What follows belongs to an exercise in optimizing a design on an open flow for small area; a production flow would make more cautious choices. In this exercise RTL edits were held to simulation tests only and were not proved equivalent to the original.

## wip/umber
==> flow/design.v (excerpt) <==
module rgb_to_ycrcb_converter
#(
	parameter DATAIN_WIDTH 	= 32,
	parameter DATAOUT_WIDTH = 32
)
(
	input		clk		,
	input		rst		,
	input      	[DATAIN_WIDTH-1:0]	datain	,
	input             		datain_valid	,
	output	reg		datain_ready			,
	output      	[DATAOUT_WIDTH-1:0]	dataout			,
	output  reg           		dataout_valid ,
	input				dataout_ready
);
Size in the first run: ~290 cells after synthesis, about 70 I/O pins, roughly 4100 sq um of cells after synthesis.
==> flow/config.mk <==
export PLATFORM = sky130hd
export DESIGN_NAME = rgb_to_ycrcb_converter
export DESIGN_NICKNAME = rgb_to_ycrcb_converter
export VERILOG_FILES = /design/flow/design.v
export SDC_FILE = /design/flow/constraint.sdc
export NUM_CORES = 4
export LEC_CHECK = 0
export CAP_MARGIN = 20
export CORE_MARGIN = 2
export CORE_UTILIZATION = 40
export GPL_TIMING_DRIVEN = 0
export SLEW_MARGIN = 20
export SYNTH_HIERARCHICAL = 1
==> flow/constraint.sdc <==
create_clock -name core_clock -period 10.0 [get_ports {clk}]
set_input_delay 2.0000 -clock core_clock [delete_from_list [all_inputs] [get_ports {clk}]]
set_output_delay 2.0000 -clock core_clock [all_outputs]
set_load 0.01 [all_outputs]
standard.sh (not shown) runs the stock make flow with config.mk's settings and CLKGATE_MAP_FILE= SYNTH_SCRIPT=/design/flow/synth_recipe.tcl, a recipe that flattens the netlist after the stock synthesis.
==> flow/flow/run.sh <==
#!/bin/bash
set -euo pipefail
export BUFFER_PORTS_ARGS="-buffer_cell sky130_fd_sc_hd__buf_1"
export REMOVE_ABC_BUFFERS=1
export SKIP_REPAIR_TIE_FANOUT=1
export CTS_ARGS="-sink_clustering_enable -repair_clock_nets -dont_use_dummy_load"
bash standard.sh finish > standard_flow.log 2>&1
diff inputs: wip/umber => wip/pepper
- a change of CORE_UTILIZATION from 40 to 65
--- a/flow/flow/run.sh
+++ b/flow/flow/run.sh
@@ -5,0 +6 @@
+export RECOVER_POWER=100
[summary]
Die size: wip/pepper is under wip/umber
In the metrics for wip/pepper and wip/umber, the one carrying the lower routed metal-1 wirelength is wip/pepper.
Looking at met3 wire length, wip/pepper sits 21 microns above wip/umber.
Delta(area added between synthesis and finish, wip/pepper - wip/umber) < 0
NOTE total length of routed wires wip/umber->wip/pepper decreased by a little under 10%
wip/pepper against wip/umber: final cell count shrank by 58; first-iteration DRC count down 29%; starting density of the core grew by 26 points.
The following lists how wip/indigo was set up differently from wip/pepper:
- CORE_UTILIZATION: 65 -> 40
==> comparison <==
Final core area utilization in wip/indigo is 27 points lower than in wip/pepper. Number of cell rows was lower in the run labelled wip/pepper.
--- input diff wip/indigo..wip/fjord ---
--- a/flow/flow/run.sh
+++ b/flow/flow/run.sh
@@ -5,3 +5 @@
-export SKIP_REPAIR_TIE_FANOUT=1
-export RECOVER_POWER=100
-export CTS_ARGS="-sink_clustering_enable -repair_clock_nets -dont_use_dummy_load"
+export CTS_ARGS="-sink_clustering_enable -repair_clock_nets -dont_use_dummy_load -sink_clustering_size 30 -sink_clustering_max_diameter 150"
- wip/fjord reached the end of the flow, and the finished layout is clean on the timing, DRC and antenna checks.
- Comparing wip/indigo and wip/fjord, the lower area added between synthesis and finish was measured on wip/indigo.
- Comparing wip/indigo with wip/fjord, the largest stage delay on the critical path came out essentially unchanged.
- wip/fjord gives more first-iteration DRC count than wip/indigo did.
- Diff wip/indigo -> wip/fjord: clock period minus worst slack decreased by 0.0036 ns relative to the old numbers.
- Cell area after layout went up slightly going from wip/indigo to wip/fjord.
- Compared with wip/indigo, wip/fjord shows a routed wire length on met3 that is 17% higher.
- Diff wip/fjord..wip/indigo | number of distinct library cells after synthesis | unchanged
- Compared with wip/indigo, wip/fjord shows a lower proportion of cell area occupied by registers.

[static timing again, ports no longer ideal]
The results above use ideal ports. As a check the final layouts listed here were re-extracted and re-timed, cells and wires unchanged. Step 1 sets driving cells, clkbuf_16 on the clock port and buf_2 on the other inputs (assumed; they add their load-dependent delay and slew). Step 2 moves the port delays by t, midway between the first and last clock arrival at a register: inputs arrive t later, outputs are due t later. That takes back most of the time a late clock gives input paths. a / b / c = ideal / step 1 / step 2; a / b = the first two.
run | t, ns | setup slack, ns | latest minus earliest clock arrival (ns) | worst register clock-pin slew, ns
wip/umber | 0.328 | 0.569 / 0.543 / 0.871 | 0.011 / 0.011 | 0.09 / 0.09
wip/pepper | 0.320 | 0.615 / 0.588 / 0.908 | 0.020 / 0.020 | 0.10 / 0.10
wip/indigo | 0.328 | 0.569 / 0.543 / 0.871 | 0.010 / 0.011 | 0.09 / 0.09
wip/fjord | 0.324 | 0.573 / 0.547 / 0.871 | 0.006 / 0.006 | 0.09 / 0.09
After both steps every run listed still meets setup and hold.
